This is an optimization exercise on Yosys and OpenROAD, whose aim is small area and a short achievable clock period, not a production implementation.
Only simulation tests tie the RTL to the original design; equivalence was not proved.
No activity file was given, so power comes from the tool's default toggle rates.

==> flow/design.v <==
module PE (
    input  [7:0]  ifm_in,
    input  [7:0]  w_in,
    input         clk,
    input         rst_n,
    input         done,
    output [7:0]  ifm_pass,
    output [7:0]  w_pass,
    output [31:0] psum_out
);
    reg [7:0]  ifm_pass_r;
    reg [7:0]  w_pass_r;
    assign ifm_pass = ifm_pass_r;
    assign w_pass = w_pass_r;
    reg [15:0] lo_a;    
    reg [9:0] lo_b;    
    reg [0:0] cy;    
    reg [15:0] hi;
    wire [15:0] ra = {lo_a[15], lo_a[14], lo_a[13], lo_a[12], lo_a[11], lo_a[10], lo_a[9], lo_a[8], lo_a[7], lo_a[6], lo_a[5], lo_a[4], lo_a[3], lo_a[2], lo_a[1], lo_a[0]};
    wire [15:0] rb = {lo_b[9], 1'b0, 1'b0, lo_b[8], lo_b[7], lo_b[6], lo_b[5], lo_b[4], lo_b[3], lo_b[2], 1'b0, lo_b[1], lo_b[0], 1'b0, 1'b0, 1'b0};
    wire [15:0] lo0 = ra[15:0] + rb[15:0];
    wire [15:0] lo = {lo0};
    wire [15:0] hi_inc = hi + 16'd1;
    wire [15:0] p_hi = cy[0] ? hi_inc : hi;
    assign psum_out = {p_hi, lo};
    wire [15:0] acc = lo & {16{~done}};
    wire [15:0] acc_hi = p_hi & {16{~done}};
    wire pp0_0 = w_in[0] & ifm_in[0];
    wire pp0_1 = w_in[0] & ifm_in[1];
    wire pp0_2 = w_in[0] & ifm_in[2];
    wire pp0_3 = w_in[0] & ifm_in[3];
    wire pp0_4 = w_in[0] & ifm_in[4];
    wire pp0_5 = w_in[0] & ifm_in[5];
    wire pp0_6 = w_in[0] & ifm_in[6];
    wire pp0_7 = w_in[0] & ifm_in[7];
    wire pp1_0 = w_in[1] & ifm_in[0];
    wire pp1_1 = w_in[1] & ifm_in[1];
    wire pp1_2 = w_in[1] & ifm_in[2];
    wire pp1_3 = w_in[1] & ifm_in[3];
    wire pp1_4 = w_in[1] & ifm_in[4];
    wire pp1_5 = w_in[1] & ifm_in[5];
    wire pp1_6 = w_in[1] & ifm_in[6];
    wire pp1_7 = w_in[1] & ifm_in[7];
    wire pp2_0 = w_in[2] & ifm_in[0];
    wire pp2_1 = w_in[2] & ifm_in[1];
    wire pp2_2 = w_in[2] & ifm_in[2];
    wire pp2_3 = w_in[2] & ifm_in[3];
    wire pp2_4 = w_in[2] & ifm_in[4];
    wire pp2_5 = w_in[2] & ifm_in[5];
    wire pp2_6 = w_in[2] & ifm_in[6];
    wire pp2_7 = w_in[2] & ifm_in[7];
    wire pp3_0 = w_in[3] & ifm_in[0];
    wire pp3_1 = w_in[3] & ifm_in[1];
    wire pp3_2 = w_in[3] & ifm_in[2];
    wire pp3_3 = w_in[3] & ifm_in[3];
    wire pp3_4 = w_in[3] & ifm_in[4];
    wire pp3_5 = w_in[3] & ifm_in[5];
    wire pp3_6 = w_in[3] & ifm_in[6];
    wire pp3_7 = w_in[3] & ifm_in[7];
    wire pp4_0 = w_in[4] & ifm_in[0];
    wire pp4_1 = w_in[4] & ifm_in[1];
    wire pp4_2 = w_in[4] & ifm_in[2];
    wire pp4_3 = w_in[4] & ifm_in[3];
    wire pp4_4 = w_in[4] & ifm_in[4];
    wire pp4_5 = w_in[4] & ifm_in[5];
    wire pp4_6 = w_in[4] & ifm_in[6];
    wire pp4_7 = w_in[4] & ifm_in[7];
    wire pp5_0 = w_in[5] & ifm_in[0];
    wire pp5_1 = w_in[5] & ifm_in[1];
    wire pp5_2 = w_in[5] & ifm_in[2];
    wire pp5_3 = w_in[5] & ifm_in[3];
    wire pp5_4 = w_in[5] & ifm_in[4];
    wire pp5_5 = w_in[5] & ifm_in[5];
    wire pp5_6 = w_in[5] & ifm_in[6];
    wire pp5_7 = w_in[5] & ifm_in[7];
    wire pp6_0 = w_in[6] & ifm_in[0];
    wire pp6_1 = w_in[6] & ifm_in[1];
    wire pp6_2 = w_in[6] & ifm_in[2];
    wire pp6_3 = w_in[6] & ifm_in[3];
    wire pp6_4 = w_in[6] & ifm_in[4];
    wire pp6_5 = w_in[6] & ifm_in[5];
    wire pp6_6 = w_in[6] & ifm_in[6];
    wire pp6_7 = w_in[6] & ifm_in[7];
    wire pp7_0 = w_in[7] & ifm_in[0];
    wire pp7_1 = w_in[7] & ifm_in[1];
    wire pp7_2 = w_in[7] & ifm_in[2];
    wire pp7_3 = w_in[7] & ifm_in[3];
    wire pp7_4 = w_in[7] & ifm_in[4];
    wire pp7_5 = w_in[7] & ifm_in[5];
    wire pp7_6 = w_in[7] & ifm_in[6];
    wire pp7_7 = w_in[7] & ifm_in[7];
    wire hs0 = pp0_0 ^ acc[0];
    wire hc0 = pp0_0 & acc[0];
    wire ts0 = pp0_1 ^ pp1_0 ^ acc[1];
    wire tc0 = (pp0_1 & pp1_0) | (pp0_1 & acc[1]) | (pp1_0 & acc[1]);
    wire hs1 = hc0 ^ ts0;
    wire hc1 = hc0 & ts0;
    wire ts1 = pp0_2 ^ pp1_1 ^ pp2_0;
    wire tc1 = (pp0_2 & pp1_1) | (pp0_2 & pp2_0) | (pp1_1 & pp2_0);
    wire ts2 = ts1 ^ acc[2] ^ tc0;
    wire tc2 = (ts1 & acc[2]) | (ts1 & tc0) | (acc[2] & tc0);
    wire hs2 = hc1 ^ ts2;
    wire hc2 = hc1 & ts2;
    wire ts3 = pp0_3 ^ pp1_2 ^ pp2_1;
    wire tc3 = (pp0_3 & pp1_2) | (pp0_3 & pp2_1) | (pp1_2 & pp2_1);
    wire ts4 = pp3_0 ^ tc1 ^ ts3;
    wire tc4 = (pp3_0 & tc1) | (pp3_0 & ts3) | (tc1 & ts3);
    wire ts5 = ts4 ^ acc[3] ^ tc2;
    wire tc5 = (ts4 & acc[3]) | (ts4 & tc2) | (acc[3] & tc2);
    wire ts6 = pp0_4 ^ pp1_3 ^ pp2_2;
    wire tc6 = (pp0_4 & pp1_3) | (pp0_4 & pp2_2) | (pp1_3 & pp2_2);
    wire ts7 = pp3_1 ^ pp4_0 ^ tc3;
    wire tc7 = (pp3_1 & pp4_0) | (pp3_1 & tc3) | (pp4_0 & tc3);
    wire ts8 = ts6 ^ tc4 ^ ts7;
    wire tc8 = (ts6 & tc4) | (ts6 & ts7) | (tc4 & ts7);
    wire hs3 = acc[4] ^ ts8;
    wire hc3 = acc[4] & ts8;
    wire ts9 = pp0_5 ^ pp1_4 ^ pp2_3;
    wire tc9 = (pp0_5 & pp1_4) | (pp0_5 & pp2_3) | (pp1_4 & pp2_3);
    wire ts10 = pp3_2 ^ pp4_1 ^ pp5_0;
    wire tc10 = (pp3_2 & pp4_1) | (pp3_2 & pp5_0) | (pp4_1 & pp5_0);
    wire ts11 = tc6 ^ ts10 ^ ts9;
    wire tc11 = (tc6 & ts10) | (tc6 & ts9) | (ts10 & ts9);
    wire ts12 = tc7 ^ ts11 ^ acc[5];
    wire tc12 = (tc7 & ts11) | (tc7 & acc[5]) | (ts11 & acc[5]);
    wire ts13 = tc8 ^ ts12 ^ hc3;
    wire tc13 = (tc8 & ts12) | (tc8 & hc3) | (ts12 & hc3);
    wire ts14 = pp0_6 ^ pp1_5 ^ pp2_4;
    wire tc14 = (pp0_6 & pp1_5) | (pp0_6 & pp2_4) | (pp1_5 & pp2_4);
    wire ts15 = pp3_3 ^ pp4_2 ^ pp5_1;
    wire tc15 = (pp3_3 & pp4_2) | (pp3_3 & pp5_1) | (pp4_2 & pp5_1);
    wire ts16 = pp6_0 ^ tc10 ^ tc9;
    wire tc16 = (pp6_0 & tc10) | (pp6_0 & tc9) | (tc10 & tc9);
    wire ts17 = ts14 ^ ts15 ^ tc11;
    wire tc17 = (ts14 & ts15) | (ts14 & tc11) | (ts15 & tc11);
    wire ts18 = ts16 ^ acc[6] ^ ts17;
    wire tc18 = (ts16 & acc[6]) | (ts16 & ts17) | (acc[6] & ts17);
    wire hs4 = tc12 ^ ts18;
    wire hc4 = tc12 & ts18;
    wire ts19 = pp0_7 ^ pp1_6 ^ pp2_5;
    wire tc19 = (pp0_7 & pp1_6) | (pp0_7 & pp2_5) | (pp1_6 & pp2_5);
    wire ts20 = pp3_4 ^ pp4_3 ^ pp5_2;
    wire tc20 = (pp3_4 & pp4_3) | (pp3_4 & pp5_2) | (pp4_3 & pp5_2);
    wire ts21 = pp6_1 ^ pp7_0 ^ tc14;
    wire tc21 = (pp6_1 & pp7_0) | (pp6_1 & tc14) | (pp7_0 & tc14);
    wire ts22 = tc15 ^ ts19 ^ ts20;
    wire tc22 = (tc15 & ts19) | (tc15 & ts20) | (ts19 & ts20);
    wire ts23 = tc16 ^ ts21 ^ ts22;
    wire tc23 = (tc16 & ts21) | (tc16 & ts22) | (ts21 & ts22);
    wire ts24 = acc[7] ^ tc17 ^ ts23;
    wire tc24 = (acc[7] & tc17) | (acc[7] & ts23) | (tc17 & ts23);
    wire hs5 = tc18 ^ ts24;
    wire hc5 = tc18 & ts24;
    wire ts25 = pp1_7 ^ pp2_6 ^ pp3_5;
    wire tc25 = (pp1_7 & pp2_6) | (pp1_7 & pp3_5) | (pp2_6 & pp3_5);
    wire ts26 = pp4_4 ^ pp5_3 ^ pp6_2;
    wire tc26 = (pp4_4 & pp5_3) | (pp4_4 & pp6_2) | (pp5_3 & pp6_2);
    wire ts27 = pp7_1 ^ tc19 ^ tc20;
    wire tc27 = (pp7_1 & tc19) | (pp7_1 & tc20) | (tc19 & tc20);
    wire ts28 = ts25 ^ ts26 ^ tc21;
    wire tc28 = (ts25 & ts26) | (ts25 & tc21) | (ts26 & tc21);
    wire ts29 = tc22 ^ ts27 ^ acc[8];
    wire tc29 = (tc22 & ts27) | (tc22 & acc[8]) | (ts27 & acc[8]);
    wire ts30 = ts28 ^ tc23 ^ ts29;
    wire tc30 = (ts28 & tc23) | (ts28 & ts29) | (tc23 & ts29);
    wire hs6 = tc24 ^ ts30;
    wire hc6 = tc24 & ts30;
    wire ts31 = pp2_7 ^ pp3_6 ^ pp4_5;
    wire tc31 = (pp2_7 & pp3_6) | (pp2_7 & pp4_5) | (pp3_6 & pp4_5);
    wire ts32 = pp5_4 ^ pp6_3 ^ pp7_2;
    wire tc32 = (pp5_4 & pp6_3) | (pp5_4 & pp7_2) | (pp6_3 & pp7_2);
    wire ts33 = tc25 ^ tc26 ^ ts31;
    wire tc33 = (tc25 & tc26) | (tc25 & ts31) | (tc26 & ts31);
    wire ts34 = ts32 ^ tc27 ^ ts33;
    wire tc34 = (ts32 & tc27) | (ts32 & ts33) | (tc27 & ts33);
    wire ts35 = acc[9] ^ tc28 ^ ts34;
    wire tc35 = (acc[9] & tc28) | (acc[9] & ts34) | (tc28 & ts34);
    wire ts36 = tc29 ^ ts35 ^ tc30;
    wire tc36 = (tc29 & ts35) | (tc29 & tc30) | (ts35 & tc30);
    wire ts37 = pp3_7 ^ pp4_6 ^ pp5_5;
    wire tc37 = (pp3_7 & pp4_6) | (pp3_7 & pp5_5) | (pp4_6 & pp5_5);
    wire ts38 = pp6_4 ^ pp7_3 ^ tc31;
    wire tc38 = (pp6_4 & pp7_3) | (pp6_4 & tc31) | (pp7_3 & tc31);
    wire ts39 = tc32 ^ ts37 ^ tc33;
    wire tc39 = (tc32 & ts37) | (tc32 & tc33) | (ts37 & tc33);
    wire ts40 = ts38 ^ acc[10] ^ tc34;
    wire tc40 = (ts38 & acc[10]) | (ts38 & tc34) | (acc[10] & tc34);
    wire ts41 = ts39 ^ tc35 ^ ts40;
    wire tc41 = (ts39 & tc35) | (ts39 & ts40) | (tc35 & ts40);
    wire ts42 = pp4_7 ^ pp5_6 ^ pp6_5;
    wire tc42 = (pp4_7 & pp5_6) | (pp4_7 & pp6_5) | (pp5_6 & pp6_5);
    wire ts43 = pp7_4 ^ tc37 ^ ts42;
    wire tc43 = (pp7_4 & tc37) | (pp7_4 & ts42) | (tc37 & ts42);
    wire ts44 = tc38 ^ ts43 ^ acc[11];
    wire tc44 = (tc38 & ts43) | (tc38 & acc[11]) | (ts43 & acc[11]);
    wire ts45 = tc39 ^ ts44 ^ tc40;
    wire tc45 = (tc39 & ts44) | (tc39 & tc40) | (ts44 & tc40);
    wire ts46 = pp5_7 ^ pp6_6 ^ pp7_5;
    wire tc46 = (pp5_7 & pp6_6) | (pp5_7 & pp7_5) | (pp6_6 & pp7_5);
    wire ts47 = tc42 ^ ts46 ^ tc43;
    wire tc47 = (tc42 & ts46) | (tc42 & tc43) | (ts46 & tc43);
    wire ts48 = acc[12] ^ ts47 ^ tc44;
    wire tc48 = (acc[12] & ts47) | (acc[12] & tc44) | (ts47 & tc44);
    wire ts49 = pp6_7 ^ pp7_6 ^ tc46;
    wire tc49 = (pp6_7 & pp7_6) | (pp6_7 & tc46) | (pp7_6 & tc46);
    wire ts50 = ts49 ^ acc[13] ^ tc47;
    wire tc50 = (ts49 & acc[13]) | (ts49 & tc47) | (acc[13] & tc47);
    wire hs7 = ts50 ^ tc48;
    wire hc7 = ts50 & tc48;
    wire ts51 = pp7_7 ^ tc49 ^ acc[14];
    wire tc51 = (pp7_7 & tc49) | (pp7_7 & acc[14]) | (tc49 & acc[14]);
    wire hs8 = ts51 ^ tc50;
    wire hc8 = ts51 & tc50;
    wire hs9 = hs8 ^ hc7;
    wire hc9 = hs8 & hc7;
    wire ts52 = acc[15] ^ tc51 ^ hc8;
    wire tc52 = (acc[15] & tc51) | (acc[15] & hc8) | (tc51 & hc8);
    wire [15:0] ta = {hc9, hs9, hs7, ts48, tc41, ts41, hc6, hc5, hc4, tc13, ts13, hs3, hc2, hs2, hs1, hs0};
    wire [15:0] tb = {ts52, 1'b0, 1'b0, tc45, ts45, tc36, ts36, hs6, hs5, hs4, 1'b0, tc5, ts5, 1'b0, 1'b0, 1'b0};
    wire [16:0] tsum16 = {1'b0, ta[15:0]} + {1'b0, tb[15:0]};
    always @(posedge clk or negedge rst_n) begin
        if (!rst_n) begin
            ifm_pass_r <= 8'd0;
            w_pass_r <= 8'd0;
            lo_a <= 0;
            lo_b <= 0;
            cy <= 0;
            hi <= 16'd0;
        end else begin
            ifm_pass_r <= ifm_in;
            w_pass_r <= w_in;
            lo_a <= {hc9, hs9, hs7, ts48, tc41, ts41, hc6, hc5, hc4, tc13, ts13, hs3, hc2, hs2, hs1, hs0};
            lo_b <= {ts52, tc45, ts45, tc36, ts36, hs6, hs5, hs4, tc5, ts5};
            cy <= {(tsum16[16] | tc52)};
            hi <= acc_hi;
        end
    end
endmodule
module PE_Array #(
    parameter DATA_WIDTH = 8,
    parameter ARRAY_SIZE = 4,
    parameter DIAG_NUM = 2 * ARRAY_SIZE - 1,
    parameter SUM_WIDTH = 32
)(
    input [ARRAY_SIZE*DATA_WIDTH-1:0] ifm_in,
    input [ARRAY_SIZE*DATA_WIDTH-1:0] w_in,
    input clk,
    input rst_n,
    input [DIAG_NUM-1:0] done,
    output [ARRAY_SIZE*DATA_WIDTH-1:0] ifm_pass,
    output [ARRAY_SIZE*DATA_WIDTH-1:0] w_pass,
    output [ARRAY_SIZE*ARRAY_SIZE*SUM_WIDTH-1:0] psum_out
);
    wire [DATA_WIDTH-1:0] ifm_wire [0:ARRAY_SIZE-1][0:ARRAY_SIZE];
    wire [DATA_WIDTH-1:0] w_wire [0:ARRAY_SIZE][0:ARRAY_SIZE-1];
    generate
        for(genvar i=0; i<ARRAY_SIZE; i=i+1) begin : input_connections
            assign ifm_wire[i][0] = ifm_in[DATA_WIDTH*i +: DATA_WIDTH];
            assign w_wire[0][i] = w_in[DATA_WIDTH*i +: DATA_WIDTH];
        end
    endgenerate
    generate
        for(genvar i=0; i<ARRAY_SIZE; i=i+1) begin : output_connections
            assign ifm_pass[DATA_WIDTH*i +: DATA_WIDTH] = ifm_wire[i][ARRAY_SIZE];
            assign w_pass[DATA_WIDTH*i +: DATA_WIDTH] = w_wire[ARRAY_SIZE][i];
        end
    endgenerate
    generate
        for(genvar i=0;i<ARRAY_SIZE;i=i+1) begin : row_gen
            for(genvar j=0;j<ARRAY_SIZE;j=j+1) begin : col_gen
                PE Processing_Element(
                .ifm_in(ifm_wire[i][j]),
                .w_in(w_wire[i][j]),
                .clk(clk),
                .rst_n(rst_n),
                .done(done[i+j]),
                .ifm_pass(ifm_wire[i][j+1]),
                .w_pass(w_wire[i+1][j]),
                .psum_out(psum_out[SUM_WIDTH*(i*ARRAY_SIZE+j) +: SUM_WIDTH])
                );
            end
        end
    endgenerate
endmodule
==> flow/flow/run.sh <==
#!/bin/bash
# Own layout flow: the standard synthesis unchanged, then the standard
# ORFS layout with the port buffers made from the smallest plain buffer
# (buffer_ports would otherwise pick the 10 um2 clkdlybuf4s50_1 delay cell).
set -euo pipefail
bash standard.sh synth > synth.log 2>&1
bash standard.sh "BUFFER_PORTS_ARGS=-buffer_cell sky130_fd_sc_hd__buf_1" finish > layout.log 2>&1
==> flow/standard.sh <==
#!/bin/bash
# synth_recipe.tcl (not shown) runs the flow's synth.tcl, then flattens the netlist and writes it again
# the make line also repeats each setting of config.mk as NAME=value (left out here)
make -C /OpenROAD-flow-scripts/flow DESIGN_CONFIG=/design/flow/config.mk WORK_HOME=/design/flow/orfs CLKGATE_MAP_FILE= SYNTH_SCRIPT=/design/flow/synth_recipe.tcl "${@:-finish}"
==> flow/config.mk <==
export PLATFORM = sky130hd
export DESIGN_NAME = PE_Array
export DESIGN_NICKNAME = PE_Array
export VERILOG_FILES = /design/flow/design.v
export SDC_FILE = /design/flow/constraint.sdc
export NUM_CORES = 4
export LEC_CHECK = 0
export CAP_MARGIN = 20
export CORE_MARGIN = 2
export CORE_UTILIZATION = 40
export CTS_BUF_LIST = sky130_fd_sc_hd__clkbuf_4 sky130_fd_sc_hd__clkbuf_8
export SETUP_SLACK_MARGIN = 0.2
export SLEW_MARGIN = 20
==> flow/constraint.sdc <==
create_clock -name core_clock -period 7.0 [get_ports {clk}]
set_input_delay 1.4000 -clock core_clock [delete_from_list [all_inputs] [get_ports {clk}]]
set_output_delay 1.4000 -clock core_clock [all_outputs]
set_load 0.01 [all_outputs]
==> impl_metrics.env, run 1 <==
export IMPL_status="timing/DRC/antenna clean"
export IMPL_worst_ir_drop_vdd_uv=305
export IMPL_p_per_area_mw_per_mm2=391
export IMPL_finalSetupViolCount=0
export IMPL_ctsResizeCount=0
export IMPL_tns_ns=0
export IMPL_clk_path_buf_depth=3
export IMPL_cts_setup_buffers=0
export IMPL_grt_pass1_wl_um=282000
export IMPL_regArea_mm2=0.0236
export IMPL_timing_worst_setup_path_type="flop to flop"
export IMPL_viasPerCell=4.84
export IMPL_gp_congestion=0.871
export IMPL_final_cell_area_mm2=0.0784
export IMPL_final_core_util_pct=45.6
export IMPL_setup_worst_path_start="row_gen[1].col_gen[2].Processing_Element.lo_b[0]"
export IMPL_syn_num_nets=7639
export IMPL_cts_sinks=944
export IMPL_r2r_setup_slack_ns=1.98
export IMPL_min_period_over_period_pct=71.7
export IMPL_max_slew_margin_pct=36.4
export IMPL_min_period_ns=5.02
export IMPL_first_iter_violations=2312
export IMPL_rows=152
export IMPL_reg2reg_from="row_gen[1].col_gen[2].Processing_Element.lo_b[0]"
export IMPL_drc=0
export IMPL_tritoncts="done"
export IMPL_rr_worst_depth=15
export IMPL_clk_latency_ns=0.95
export IMPL_syn_avg_cell_area_um2=11.1
export IMPL_synth_distinct_cells=79
export IMPL_grt_pass1_vias=50604
export IMPL_cp_endpoint="row_gen[1].col_gen[2].Processing_Element.cy"
export IMPL_hold_viol=0
export IMPL_leakage_nw=37.8
export IMPL_drtPass1Iterations=5
export IMPL_layout_drive_gt1_share_pct=6.06
export IMPL_areaGrowthSynthToFinish_pct=13.2
export IMPL_place_area_mm2=0.0742
export IMPL_syn_inst=6238
export IMPL_synthFlopType="dfrtp_1"
export IMPL_rsz0062_at_grt="no"
export IMPL_grt_max_degree=162
export IMPL_grt_usage_pct=20.4
export IMPL_crit_path_start_kind="flop"
export IMPL_fp_dieH_um=420
export IMPL_hold_buffers=0
export IMPL_whs_path_depth=0
export IMPL_n_fill_cell=16195
export IMPL_tightest_slew_ns=0.954
export IMPL_cts_root_buf="clkbuf_8"
export IMPL_multi_input_area_mm2=0.0419
export IMPL_fmax_ghz=0.199
export IMPL_synth_edf_count=0
export IMPL_antenna_left=0
export IMPL_path_max_fanout=3
export IMPL_synth_area_mm2=0.0692
export IMPL_num_vias=45752
export IMPL_total_power_mw=30.6
export IMPL_die_x_um=420
export IMPL_ys_seq_area_share_pct=34.1
export IMPL_crit_required_ns=7.70
export IMPL_path_clk_slew_ns=0.06
export IMPL_start_util_pct=40.3
export IMPL_coreArea_mm2=0.172
export IMPL_ios=649
export IMPL_hp_class="flop to flop"
export IMPL_totalWireLength_um=175000
export IMPL_drv_slew=0
export IMPL_ys_warn_count=2
export IMPL_antenna_found_initial=3
export IMPL_cts_made_buffers=180
export IMPL_end_kind="flop"
export IMPL_nNetsFinal=8392
export IMPL_h_tree_depth=4
export IMPL_worst_hold_slack_ns=0.538
export IMPL_cp_data_arrival_time_ns=5.73
export IMPL_async_flop_share_pct=100
export IMPL_grt_overflow=0
export IMPL_dp_hpwl_um=139000
export IMPL_routedWlPerCell_um=18.5
export IMPL_die_area_mm2=0.176
export IMPL_io_buffers=648
export IMPL_cap_violations=0
export IMPL_final_setup_skew_ns=0.0542
export IMPL_yosys_register_bits=944
export IMPL_r2r_end="row_gen[1].col_gen[2].Processing_Element.cy"
## layout by cell type, fill, tap and decap left out, types with 8 or more instances in the layout
| cell | netlist | final |
|---|---|---|
| nor2b_1 | 414 | 414 |
| a21oi_1 | 125 | 125 |
| nor2_1 | 121 | 121 |
| and3_1 | 32 | 32 |
| clkbuf_4 | 0 | 51 |
| fa_1 | 864 | 864 |
| nor4_1 | 8 | 8 |
| dfrtp_1 | 944 | 944 |
| buf_4 | 48 | 19 |
| a31o_2 | 8 | 8 |
| o21bai_1 | 25 | 25 |
| buf_1 | 0 | 642 |
| nor3_1 | 33 | 33 |
| a21o_1 | 45 | 45 |
| and2_1 | 750 | 750 |
| a31oi_1 | 36 | 36 |
| a211o_1 | 8 | 8 |
| ha_1 | 464 | 464 |
| clkinv_2 | 0 | 26 |
| inv_1 | 834 | 834 |
| o21a_1 | 18 | 18 |
| o221ai_1 | 10 | 10 |
| nand4_1 | 71 | 71 |
| o21ai_1 | 9 | 9 |
| nand2b_1 | 93 | 93 |
| bufinv_16 | 0 | 10 |
| and4_1 | 16 | 16 |
| xor2_1 | 142 | 142 |
| xnor2_1 | 273 | 273 |
| nand3_1 | 110 | 110 |
| nand2_1 | 477 | 477 |
| mux2_2 | 19 | 19 |
| clkbuf_8 | 0 | 227 |
| o21ai_0 | 56 | 56 |
## worst max-delay path: stages (launching register included)
cell	delay, ns
dfrtp_1	0.36
ha_1	0.23
fa_1	0.44
a311o_1	0.36
a21oi_2	0.18
o21ai_1	0.15
xor2_1	0.19
nor2b_1	0.20
fa_1	0.49
fa_1	0.45
ha_1	0.21
ha_1	0.22
ha_1	0.30
and4_1	0.19
a2111oi_0	0.50
o21ai_0	0.32
## registers in the layout, indices dropped and copies added (netlist names)
name	cells
row_gen.col_gen.Processing_Element.cy	16
row_gen.col_gen.Processing_Element.hi	256
row_gen.col_gen.Processing_Element.ifm_pass_r	128
row_gen.col_gen.Processing_Element.lo_a	256
row_gen.col_gen.Processing_Element.lo_b	160
row_gen.col_gen.Processing_Element.w_pass_r	128
## synth_stat cells (6+ instances only)
master,count,share of area [%]
dfrtp_1,944,34
fa_1,864,25
inv_1,834,4.5
and2_1,750,6.8
nand2_1,477,2.6
ha_1,464,8.4
nor2b_1,414,3.7
xnor2_1,273,3.5
xor2_1,142,1.8
a21oi_1,125,0.90
nor2_1,121,0.66
nand3_1,110,0.80
nand2b_1,93,0.84
nand4_1,71,0.64
o21ai_0,56,0.40
clkbuf_1,53,0.29
buf_4,48,0.52
a21o_1,45,0.49
a31oi_1,36,0.33
nor3_1,33,0.24
and3_1,32,0.29
o21bai_1,25,0.27
mux2_2,19,0.31
o21a_1,18,0.20
and4_1,16,0.20
o221ai_1,10,0.13
o21ai_1,9,0.065
a211o_1,8,0.10
a31o_2,8,0.10
nor4_1,8,0.072
nand3_2,7,0.10
or3_1,7,0.063
a21boi_0,6,0.065
nor2_4,6,0.098
## power breakdown
group | leakage [nW] | internal (mW) | total (mW) | switching [mW]
logic | 23.7 | 6.77 | 17.1 | 10.3
registers | 11.9 | 6.72 | 7.42 | 0.694
clock network | 2.16 | 3.56 | 6.13 | 2.57
## how the worst min path moves through the flow
stage | startpoint | endpoint | slack, ns
after floorplan | flop | flop | 0.43
after CTS | rst_n | asynchronous set/reset pin | 0.50
final | flop | flop | 0.54
after global placement | flop | flop | 0.54
after global routing | flop | flop | 0.55
after detailed placement | flop | flop | 0.54
## layout make-up
type	instances	share of cell area (%)
Timing Repair Buffer	672	3.44
Sequential cell	944	30.1
Inverter	834	4.00
Clock inverter	51	0.789
Tap cell	2310	3.69
Clock buffer	274	4.44
Multi-Input combinational cell	4359	53.5
Antenna cell	5	0.0160
## per-layer routing
layer	part of all wire (%)	GRT usage [%]	vias up
li1	-	-	21030
met1	41	24.8	23550
met2	50	35.5	886
met3	5.3	4.54	284
met4	3.5	7.41	2
met5	0.0074	0	-
## per-stage QoR
stage / std cells / setup slack (ns)
finish: 9449 / 1.98
global route: 9448 / 1.67
CTS: 9444 / 1.87
detailed placement: 9119 / 1.31
global placement: 9119 / 1.37
floorplan: 6238 / 1.90
## cells by family after synthesis
logic type	count (synthesis)	share of synthesized area [%]
simple gates	2181	17.6
fa+ha+maj	1328	33.4
flops	944	34.1
buf+inv	935	5.33
xor+xnor	421	5.39
compound gates	408	3.86
mux	21	0.338
==> run 2, diff against run 1 <==
==> flow/flow/run.sh (replaced) <==
#!/bin/bash
# Own layout flow: the standard synthesis unchanged, then the standard
# ORFS layout with two changes: the port buffers are the smallest plain
# buffer (buffer_ports would otherwise pick the 10 um2 clkdlybuf4s50_1 delay
# cell), and clock tree synthesis uses larger sink clusters and no dummy loads.
set -euo pipefail
bash standard.sh synth > synth.log 2>&1
bash standard.sh "BUFFER_PORTS_ARGS=-buffer_cell sky130_fd_sc_hd__buf_1" \
  "CTS_ARGS=-sink_clustering_enable -repair_clock_nets -sink_clustering_size 30 -sink_clustering_max_diameter 80 -buf_list {sky130_fd_sc_hd__clkbuf_8 sky130_fd_sc_hd__clkbuf_16} -dont_use_dummy_load" \
  finish > layout.log 2>&1
--- a/flow/config.mk
+++ b/flow/config.mk
@@ -9,5 +9,5 @@
 export CORE_MARGIN = 2
 export CORE_UTILIZATION = 40
 export CTS_BUF_LIST = sky130_fd_sc_hd__clkbuf_4 sky130_fd_sc_hd__clkbuf_8
-export SETUP_SLACK_MARGIN = 0.2
+export SETUP_SLACK_MARGIN = 2.5
 export SLEW_MARGIN = 20
==> run 2 against run 1 <==
  * Via count fell by 0.67%
  * Clock power decreased by 33%
  * First-iteration DRC count down 13%
  * Largest cell class unchanged
  * Critical path depth decreased by 2
  * Worst setup slack improved by 0.43 ns
  * Still clean
  * Die area unchanged
  * Combinational power increased by 5%
==> impl_metrics.env, run 2 <==
export IMPL_grt_max_degree=168
export IMPL_synth_distinct_cells=79
export IMPL_rsz0062_at_grt="yes"
export IMPL_antenna_left=0
export IMPL_ys_seq_area_share_pct=34.1
export IMPL_crit_path_start_kind="input pin"
export IMPL_reg_top3="row_gen.col_gen.Processing_Element.hi x256, row_gen.col_gen.Processing_Element.lo_a x256, row_gen.col_gen.Processing_Element.lo_b x160"
export IMPL_first_iter_violations=2016
export IMPL_cp_data_arrival_time_ns=5.11
export IMPL_tightest_slew_ns=1.07
export IMPL_final_core_util_pct=45.6
export IMPL_layout_commonest_cell="dfrtp_1"
export IMPL_p_seq_share_pct=25.1
export IMPL_layout_drive_gt1_share_pct=8.96
export IMPL_yosys_register_bits=944
export IMPL_p_per_area_mw_per_mm2=378
export IMPL_multi_input_area_mm2=0.0427
export IMPL_grt_usage_pct=20.2
export IMPL_cts_made_buffers=83
export IMPL_gp_congestion=0.869
export IMPL_clk_path_buf_depth=3
export IMPL_synth_top_cell_by_area="dfrtp_1"
export IMPL_status="timing/DRC/antenna clean"
export IMPL_min_period_ns=4.59
export IMPL_clk_latency_ns=0.72
export IMPL_final_cell_area_mm2=0.0783
export IMPL_n_fill_cell=16187
export IMPL_finalSetupViolCount=0
export IMPL_grt_pass1_vias=49582
export IMPL_regArea_mm2=0.0237
export IMPL_hold_viol=0
export IMPL_die_x_um=420
export IMPL_synth_common_cells="dfrtp_1, fa_1, inv_1"
export IMPL_ios=649
export IMPL_grt_pass1_wl_um=279000
export IMPL_die_area_mm2=0.176
export IMPL_final_setup_skew_ns=0.0858
export IMPL_coreArea_mm2=0.172
export IMPL_synthTopCellsByArea="dfrtp_1, fa_1, ha_1"
export IMPL_hold_buffers=0
export IMPL_synthFlopType="dfrtp_1"
export IMPL_worst_ir_drop_vdd_uv=275
export IMPL_max_slew_margin_pct=28.5
export IMPL_p_int_mw=16.1
export IMPL_start_util_pct=40.3
export IMPL_min_period_over_period_pct=65.6
export IMPL_crit_required_ns=7.52
export IMPL_fmax_ghz=0.218
export IMPL_syn_num_nets=7639
export IMPL_place_area_mm2=0.0743
export IMPL_dp_hpwl_um=139000
export IMPL_fp_dieH_um=420
export IMPL_rows=152
export IMPL_synth_edf_count=0
export IMPL_viasPerCell=4.89
export IMPL_hp_class="flop to flop"
export IMPL_async_flop_share_pct=100
export IMPL_tritoncts="done"
export IMPL_yosysMostFrequentCell="dfrtp_1"
export IMPL_tns_ns=0
export IMPL_io_buffers=648
export IMPL_total_power_mw=29.6
export IMPL_syn_avg_cell_area_um2=11.1
export IMPL_drc=0
export IMPL_power_frac_comb_pct=60.9
export IMPL_drv_slew=0
export IMPL_drtPass1Iterations=5
export IMPL_netlist_area_leader_share_pct=34.1
export IMPL_synth_area_mm2=0.0692
export IMPL_nNetsFinal=8393
export IMPL_syn_inst=6238
export IMPL_antenna_found_initial=5
export IMPL_ys_warn_count=2
export IMPL_cts_sinks=944
export IMPL_num_vias=45445
export IMPL_cap_violations=0
export IMPL_grt_overflow=0
export IMPL_power_switching_mw=13.5
export IMPL_leakage_nw=37.4
export IMPL_timing_worst_setup_path_type="input pin to flop"
export IMPL_layout_common_cells="dfrtp_1, inv_1, fa_1"
export IMPL_switching_share_pct=45.5
export IMPL_areaGrowthSynthToFinish_pct=13.2
export IMPL_path_clk_slew_ns=0.07
export IMPL_end_kind="flop"
export IMPL_cts_root_buf="clkbuf_16"
export IMPL_routedWlPerCell_um=18.9
export IMPL_clockPowerShare_pct=14.0
export IMPL_path_max_fanout=8
export IMPL_totalWireLength_um=176000
export IMPL_h_tree_depth=3
[run 2: repair_timing]
| item | 4_1_cts | 5_1_grt |
|---|---|---|
| gates resized for setup | 142 | 273 |
| buffers inserted | 33 | 67 |
| endpoints found under the setup margin | 27 | 42 |
| pin swaps | 22 | 100 |
[run 2: kinds of logic after synthesis]
kind of cell / Yosys count / synth area share, %
AO/OA/AOI/OAI: 408 / 3.86
adder cells (fa/ha/maj): 1328 / 33.4
XOR/XNOR: 421 / 5.39
flip-flops: 944 / 34.1
multiplexers: 21 / 0.338
AND/OR/NAND/NOR: 2181 / 17.6
buffers and inverters: 935 / 5.33
[run 2: power groups by stage]
stage                     combinational (mW)  sequential [mW]  clock [mW]
after floorplan                         11.9             7.28           0
after global placement                  16.9             7.51           0
after detailed placement                17.2             7.53           0
after CTS                               17.5             7.44        4.30
after global routing                    20.6             7.56        4.48
final                                   18.0             7.43        4.13
[run 2: area by class of cell]
class / instances / share of cell area, %
diodes: 2 / 0.00639
flip-flops and latches: 944 / 30.3
inverters: 834 / 4.00
multi-input cells: 4359 / 54.5
well taps: 2310 / 3.69
clock buffers: 83 / 2.65
repair buffers: 770 / 4.81
[run 2: stage by stage]
step	std cells	hold WS, ns	setup slack, ns
after floorplan	6238	0.432	2.09
after global placement	9117	0.538	1.42
after detailed placement	9117	0.542	1.42
after CTS	9233	0.438	2.41
after global routing	9301	0.454	2.32
final	9302	0.440	2.41
[run 2: critical path, stage by stage]
cell,delay [ns]
buf_12,0.09
nand2_4,0.04
fa_1,0.56
inv_2,0.04
fa_1,0.52
fa_1,0.52
fa_1,0.52
fa_2,0.61
ha_4,0.22
a21o_1,0.18
a21oi_2,0.13
a21oi_2,0.06
a211o_1,0.22
[run 2: worst paths after layout]
path | depth (start not counted) | to | from | slack (ns)
worst max-delay path | 13 | row_gen[0].col_gen[2].Processing_Element.cy | w_in[18] | 2.41
worst min-delay path | 0 | flop | flop | 0.44
worst max register to register | 12 | row_gen[1].col_gen[3].Processing_Element.cy | flop | 2.54
worst min register to register | 0 | flop | flop | 0.44
max in group asynchronous | 3 | row_gen[0].col_gen[0].Processing_Element.lo_b[9] | rst_n | 4.62
min in group asynchronous | 1 | row_gen[2].col_gen[3].Processing_Element.lo_a[1] | rst_n | 0.69
[run 2: routing by layer]
metal / track usage, % / vias up / share of wire (%) / wire (um)
li1: - / 20906 / - / -
met1: 24.8 / 23490 / 41 / 71500
met2: 34.9 / 792 / 50 / 88000
met3: 4.06 / 251 / 4.9 / 8600
met4: 7.96 / 6 / 4.4 / 7690
met5: 0 / - / 0.022 / 39
==> run 3, diff against run 2 <==
--- a/flow/config.mk
+++ b/flow/config.mk
@@ -9,5 +9,5 @@
 export CORE_MARGIN = 2
 export CORE_UTILIZATION = 40
 export CTS_BUF_LIST = sky130_fd_sc_hd__clkbuf_4 sky130_fd_sc_hd__clkbuf_8
-export SETUP_SLACK_MARGIN = 2.5
+export SETUP_SLACK_MARGIN = 3.2
 export SLEW_MARGIN = 20
==> run 3 against run 2 <==
  * Critical endpoint is now row_gen[2].col_gen[0].Processing_Element.cy
  * Synthesized cell count did not move
  * Non-clock buffer count grew 330
  * Clock power hardly changed
  * Wire length rose by 4.9%
  * Worst hold slack better by 0.016 ns
  * Critical path depth stayed put
  * Sequential cell count unchanged
  * Still clean on timing, DRC and antenna
  * Largest cell class unchanged
  * Worst setup slack gained 0.16 ns
  * Die area unchanged
==> impl_metrics.env, run 3 <==
export IMPL_h_tree_depth=3
export IMPL_cap_violations=0
export IMPL_tns_ns=0
export IMPL_switching_share_pct=43.8
export IMPL_synth_distinct_cells=79
export IMPL_p_seq_share_pct=21.6
export IMPL_worst_hold_slack_ns=0.456
export IMPL_end_kind="flop"
export IMPL_die_x_um=420
export IMPL_netlist_area_leader_share_pct=34.1
export IMPL_tightest_slew_ns=0.966
export IMPL_hold_buffers=0
export IMPL_yosys_register_bits=944
export IMPL_min_period_ns=4.43
export IMPL_crit_required_ns=7.59
export IMPL_syn_num_nets=7639
export IMPL_grt_max_degree=163
export IMPL_synth_area_mm2=0.0692
export IMPL_slowest_stage="fa_2"
export IMPL_worst_ir_drop_vdd_uv=335
export IMPL_slowest_delay_ns=0.59
export IMPL_path_max_fanout=7
export IMPL_cpMostUsedCell="fa_1"
export IMPL_die_area_mm2=0.176
export IMPL_cts_root_buf="clkbuf_16"
export IMPL_rows=152
export IMPL_io_buffers=648
export IMPL_p_int_mw=19.8
export IMPL_routedWlPerCell_um=19.1
export IMPL_layout_drive_gt1_share_pct=25.3
export IMPL_layout_common_cells="dfrtp_1, inv_1, and2_1"
export IMPL_path_clk_slew_ns=0.10
export IMPL_final_setup_skew_ns=0.0752
export IMPL_final_cell_area_mm2=0.0862
export IMPL_reg_top3="row_gen.col_gen.Processing_Element.hi x256, row_gen.col_gen.Processing_Element.lo_a x256, row_gen.col_gen.Processing_Element.lo_b x160"
export IMPL_grt_pass1_wl_um=288000
export IMPL_drtPass1Iterations=7
export IMPL_synth_common_cells="dfrtp_1, fa_1, inv_1"
export IMPL_async_flop_share_pct=100
export IMPL_power_frac_comb_pct=66.6
export IMPL_p_per_area_mw_per_mm2=408
export IMPL_hp_class="flop to flop"
export IMPL_first_iter_violations=1851
export IMPL_worst_path_buf_inv=3
export IMPL_totalWireLength_um=184000
export IMPL_total_power_mw=35.2
export IMPL_place_area_mm2=0.0749
export IMPL_dp_hpwl_um=138000
export IMPL_multi_input_area_mm2=0.0472
export IMPL_max_slew_margin_pct=35.6
export IMPL_clockPowerShare_pct=11.8
export IMPL_synth_top_cell_by_area="dfrtp_1"
export IMPL_yosysMostFrequentCell="dfrtp_1"
export IMPL_rsz0062_at_grt="yes"
export IMPL_synthFlopType="dfrtp_1"
export IMPL_ios=649
export IMPL_grt_overflow=0
export IMPL_cts_sinks=944
export IMPL_crit_path_start_kind="input pin"
export IMPL_ys_seq_area_share_pct=34.1
export IMPL_status="timing/DRC/antenna clean"
export IMPL_grt_pass1_vias=51555
export IMPL_start_util_pct=40.3
export IMPL_hold_viol=0
export IMPL_path_cells="buf_12 -> and2_4 -> fa_1 -> inv_1 -> fa_1 -> fa_1 -> inv_1 -> fa_1 -> fa_2 -> ha_4 -> and3_1 -> a221oi_2 -> o21ai_1"
export IMPL_fp_dieH_um=420
export IMPL_clk_latency_ns=0.71
export IMPL_cts_made_buffers=85
export IMPL_ys_warn_count=2
export IMPL_regArea_mm2=0.0238
export IMPL_crit_family="adder cells"
export IMPL_synth_edf_count=0
export IMPL_coreArea_mm2=0.172
export IMPL_synthTopCellsByArea="dfrtp_1, fa_1, ha_1"
export IMPL_antenna_left=0
export IMPL_viasPerCell=4.89
export IMPL_areaGrowthSynthToFinish_pct=24.6
export IMPL_gp_congestion=0.873
export IMPL_num_vias=47141
export IMPL_cp_data_arrival_time_ns=5.02
export IMPL_drv_slew=0
export IMPL_fmax_ghz=0.226
export IMPL_power_switching_mw=15.4
export IMPL_tritoncts="done"
export IMPL_finalSetupViolCount=0
export IMPL_layout_commonest_cell="dfrtp_1"
export IMPL_timing_worst_setup_path_type="input pin to flop"
export IMPL_leakage_nw=40.7
export IMPL_syn_inst=6238
export IMPL_antenna_found_initial=5
export IMPL_n_fill_cell=15306
export IMPL_nNetsFinal=8725
export IMPL_clk_path_buf_depth=3
export IMPL_grt_usage_pct=20.9
export IMPL_drc=0
export IMPL_min_period_over_period_pct=63.3
export IMPL_syn_avg_cell_area_um2=11.1
run 3: cell count changes in the layout (fill, tap and decap cells not counted), sizes merged:
cell    before   now
buf        743  1058
clkbuf     110   127
diode        2     3
run 3: cell families after synthesis:
family	count (synthesis)	share of synthesized area, %
AOI/OAI and AO/OA	408	3.86
muxes	21	0.338
buffers and inverters	935	5.33
DFF	944	34.1
xor gates and xnor gates	421	5.39
and+or+nand+nor	2181	17.6
adders and majority gates	1328	33.4
run 3: repair_timing:
action / in CTS / in global routing
resized for setup: 1032 / 460
hold endpoints to repair: 0 / 0
setup buffers: 274 / 150
setup endpoints to repair: 267 / 267
pin swaps: 453 / 333
run 3: path summary, 6_finish.rpt:
| check | startpoint | end | slack, ns | cells after the start |
|---|---|---|---|---|
| worst min-delay path | flop | flop | 0.46 | 0 |
| worst max-delay path | ifm_in[21] | row_gen[2].col_gen[0].Processing_Element.cy | 2.57 | 13 |
| min in group asynchronous | rst_n | row_gen[3].col_gen[3].Processing_Element.hi[7] | 0.70 | 1 |
| worst max register to register | flop | row_gen[2].col_gen[1].Processing_Element.cy | 2.72 | 13 |
| worst min register to register | flop | flop | 0.46 | 0 |
| max in group asynchronous | rst_n | asynchronous set/reset pin | 4.79 | 2 |
run 3: area by class of cell:
class	instances	share of cell area [%]
multi-input cells	4359	54.7
flip-flops and latches	944	27.6
repair buffers	1100	8.24
inverters	834	3.63
well taps	2310	3.35
clock buffers	85	2.47
diodes	3	0.00871
run 3: metrics by stage:
stage | setup WS (ns) | cells | utilization, %
global route | 2.51 | 9635 | 50.2
global placement | 1.57 | 9123 | 43.6
finish | 2.57 | 9635 | 50.2
floorplan | 2.11 | 6238 | -
CTS | 2.55 | 9482 | 48.3
detailed placement | 1.49 | 9123 | 43.6
run 3: power by group through the flow:
stage	combinational (mW)	sequential, mW	clock (mW)
after floorplan	12.1	7.28	0
after global placement	17.2	7.51	0
after CTS	21.4	7.55	4.33
after detailed placement	17.5	7.54	0
final	23.4	7.61	4.16
after global routing	26.1	7.73	4.52
run 3: layer usage:
metal | vias to the layer above | share of wire (%) | global-route usage, %
met5 | - | 0.0060 | 0
met4 | 2 | 3.4 | 6.65
met3 | 263 | 4.6 | 3.86
met2 | 801 | 51 | 37.0
met1 | 24515 | 41 | 25.5
li1 | 21560 | - | -
==> run 4, diff against run 3 <==
--- a/flow/config.mk
+++ b/flow/config.mk
@@ -9,5 +9,5 @@
 export CORE_MARGIN = 2
 export CORE_UTILIZATION = 40
 export CTS_BUF_LIST = sky130_fd_sc_hd__clkbuf_4 sky130_fd_sc_hd__clkbuf_8
-export SETUP_SLACK_MARGIN = 3.2
+export SETUP_SLACK_MARGIN = 0.2
 export SLEW_MARGIN = 20
==> run 4 against run 3 <==
  * Register-to-register slack worse by 0.75 ns
  * Sequential power down 3%
  * Worst setup slack worse by 0.60 ns
  * Maximum frequency down 12%
  * Sequential cell count unchanged
  * Combinational power down 27%
==> impl_metrics.env, run 4 <==
export IMPL_final_core_util_pct=44.4
export IMPL_async_flop_share_pct=100
export IMPL_synth_common_cells="dfrtp_1, fa_1, inv_1"
export IMPL_ctsResizeCount=0
export IMPL_min_period_ns=5.03
export IMPL_clk_path_buf_depth=3
export IMPL_grt_max_degree=162
export IMPL_crit_required_ns=7.45
export IMPL_total_power_mw=28.5
export IMPL_synth_distinct_cells=79
export IMPL_synthTopCellsByArea="dfrtp_1, fa_1, ha_1"
export IMPL_cts_root_buf="clkbuf_16"
export IMPL_cts_made_buffers=79
export IMPL_synthFlopType="dfrtp_1"
export IMPL_min_period_over_period_pct=71.8
export IMPL_layout_cells_non_filler=9199
export IMPL_path_cells="ha_1 -> fa_1 -> a311o_1 -> a21oi_2 -> o21ai_1 -> xor2_1 -> nor2b_1 -> fa_1 -> fa_1 -> ha_1 -> ha_1 -> ha_1 -> and4_1 -> a2111oi_0 -> o21ai_0"
export IMPL_coreArea_mm2=0.172
export IMPL_placedCellCount=9119
export IMPL_drtPass1Iterations=5
export IMPL_final_setup_skew_ns=0.0790
export IMPL_dp_hpwl_um=139000
export IMPL_status="timing/DRC/antenna clean"
export IMPL_worst_ir_drop_vdd_uv=215
export IMPL_hold_viol=0
export IMPL_p_int_mw=15.5
export IMPL_layout_common_cells="dfrtp_1, fa_1, inv_1"
export IMPL_finalSetupViolCount=0
export IMPL_tightest_slew_ns=0.998
export IMPL_grt_pass1_wl_um=279000
export IMPL_path_clk_slew_ns=0.08
export IMPL_leakage_nw=36.6
export IMPL_gp_congestion=0.871
export IMPL_syn_avg_cell_area_um2=11.1
export IMPL_crit_path_start_kind="flop"
export IMPL_tns_ns=0
export IMPL_p_seq_share_pct=26.0
export IMPL_fmax_ghz=0.199
export IMPL_rows=152
export IMPL_first_iter_violations=2138
export IMPL_grt_overflow=0
export IMPL_worst_slack_ns=1.97
export IMPL_cts_setup_buffers=0
export IMPL_antenna_left=0
export IMPL_reg_top3="row_gen.col_gen.Processing_Element.hi x256, row_gen.col_gen.Processing_Element.lo_a x256, row_gen.col_gen.Processing_Element.lo_b x160"
export IMPL_synth_edf_count=0
export IMPL_drc=0
export IMPL_ios=649
export IMPL_hp_class="flop to flop"
export IMPL_totalWireLength_um=172000
export IMPL_synth_top_cell_by_area="dfrtp_1"
export IMPL_viasPerCell=4.88
export IMPL_crit_family="adder cells"
export IMPL_p_per_area_mw_per_mm2=373
export IMPL_ys_seq_area_share_pct=34.1
export IMPL_dp_slack_ns=1.31
export IMPL_h_tree_depth=3
export IMPL_timing_worst_setup_path_type="flop to flop"
export IMPL_path_max_fanout=3
export IMPL_num_vias=44878
export IMPL_final_cell_area_mm2=0.0762
export IMPL_power_switching_mw=13.0
export IMPL_antenna_found_initial=2
export IMPL_cap_violations=0
export IMPL_start_util_pct=40.3
export IMPL_tritoncts="done"
export IMPL_regArea_mm2=0.0236
export IMPL_die_x_um=420
export IMPL_yosys_register_bits=944
export IMPL_multi_input_area_mm2=0.0419
export IMPL_grt_usage_pct=20.1
export IMPL_clk_latency_ns=0.74
export IMPL_layout_drive_gt1_share_pct=2.70
export IMPL_n_fill_cell=16279
export IMPL_layout_commonest_cell="dfrtp_1"
export IMPL_slowest_delay_ns=0.50
export IMPL_die_area_mm2=0.176
export IMPL_rsz0062_at_grt="no"
export IMPL_drv_slew=0
export IMPL_syn_num_nets=7639
export IMPL_routedWlPerCell_um=18.7
export IMPL_io_buffers=648
export IMPL_slowest_stage="a2111oi_0"
export IMPL_power_frac_comb_pct=60.0
export IMPL_synth_area_mm2=0.0692
export IMPL_switching_share_pct=45.7
export IMPL_fp_dieH_um=420
export IMPL_place_area_mm2=0.0742
export IMPL_cp_data_arrival_time_ns=5.47
export IMPL_cts_sinks=944
export IMPL_yosysMostFrequentCell="dfrtp_1"
export IMPL_grt_pass1_vias=49464
export IMPL_syn_inst=6238
export IMPL_areaGrowthSynthToFinish_pct=10.1
export IMPL_ys_warn_count=2
export IMPL_cpMostUsedCell="ha_1"
export IMPL_max_slew_margin_pct=33.5
export IMPL_netlist_area_leader_share_pct=34.1
export IMPL_worst_path_buf_inv=0
export IMPL_clockPowerShare_pct=14.0
export IMPL_worst_hold_slack_ns=0.499
export IMPL_end_kind="flop"
export IMPL_nNetsFinal=8291
export IMPL_hold_buffers=0
run 4: cell count changes in the layout (fill, tap and decap cells not counted), moves of 127 or more:
cell,change
buf_4,-413
buf_1,+249
fa_1,+168
fa_2,-168
ha_1,+135
dfrtp_1,+127
run 4: cell families after synthesis:
kind of cell	count (synthesis)	share of synthesized area, %
AO/OA/AOI/OAI	408	3.86
buffers and inverters	935	5.33
XOR/XNOR	421	5.39
AND/OR/NAND/NOR	2181	17.6
multiplexers	21	0.338
adder cells (fa/ha/maj)	1328	33.4
flip-flops	944	34.1
run 4: final timing paths:
kind / startpoint / to / slack (ns) / cells past startpoint
worst min register to register: flop / flop / 0.50 / 0
worst max register to register: row_gen[1].col_gen[2].Processing_Element.lo_b[0] / row_gen[1].col_gen[2].Processing_Element.cy / 1.97 / 15
worst min-delay path: flop / flop / 0.50 / 0
min in group asynchronous: rst_n / asynchronous set/reset pin / 0.86 / 1
max in group asynchronous: rst_n / row_gen[3].col_gen[0].Processing_Element.cy / 4.57 / 3
worst max-delay path: row_gen[1].col_gen[2].Processing_Element.lo_b[0] / row_gen[1].col_gen[2].Processing_Element.cy / 1.97 / 15
run 4: power groups by stage:
stage | clock network (mW) | registers, mW | logic (mW)
floorplan | 0 | 7.28 | 11.8
global placement | 0 | 7.50 | 16.9
CTS | 4.18 | 7.42 | 17.4
global route | 4.37 | 7.54 | 19.7
detailed placement | 0 | 7.52 | 17.3
finish | 3.98 | 7.41 | 17.1
run 4: area by class of cell:
class / instances / area share (%)
Multi-Input combinational cell: 4359 / 55.0
Sequential cell: 944 / 31.0
Inverter: 834 / 4.11
Tap cell: 2310 / 3.79
Timing Repair Buffer: 672 / 3.53
Clock buffer: 79 / 2.59
Antenna cell: 1 / 0.00328
run 4: routing by layer:
layer  track usage (%)  routed length, um
met1              24.8              70500
met2              35.4              87600
met3              3.75               8240
met4              6.66               6010
met5                 0                 13

==> static timing again, ports no longer ideal <==
Ports are ideal in the flow. The routed layouts listed here were re-timed in OpenROAD.
Step 1 (the two cells are an assumption about what drives the block):
set clk [get_ports {clk}]
set_driving_cell -lib_cell sky130_fd_sc_hd__clkbuf_16 $clk
set_driving_cell -lib_cell sky130_fd_sc_hd__buf_2 [delete_from_list [all_inputs] $clk]
Step 2, shift: input delay + t, output delay - t, t = (earliest + latest rising clock arrival at the registers) / 2. This alone moves slack from input paths to output paths.
Slacks: ideal ports / drivers / drivers and shift; pairs: ideal ports / drivers.
| run | t, ns | slack for setup (ns) | clock arrival spread, ns | worst data-port slew with drivers (ns) |
|---|---|---|---|---|
| run 1 | 0.996 | 1.978 / 1.926 / 1.179 | 0.068 / 0.067 | 0.09 |
| run 2 | 0.753 | 2.409 / 2.411 / 1.658 | 0.108 / 0.108 | 0.12 |
| run 3 | 0.766 | 2.569 / 2.582 / 1.816 | 0.090 / 0.089 | 0.10 |
| run 4 | 0.777 | 1.973 / 1.973 / 1.245 | 0.102 / 0.101 | 0.09 |
After both steps setup and hold are still met in every run listed. The setup slack of run 1, which loses most, moves by -0.052 ns with the drivers and by -0.799 ns with both steps.
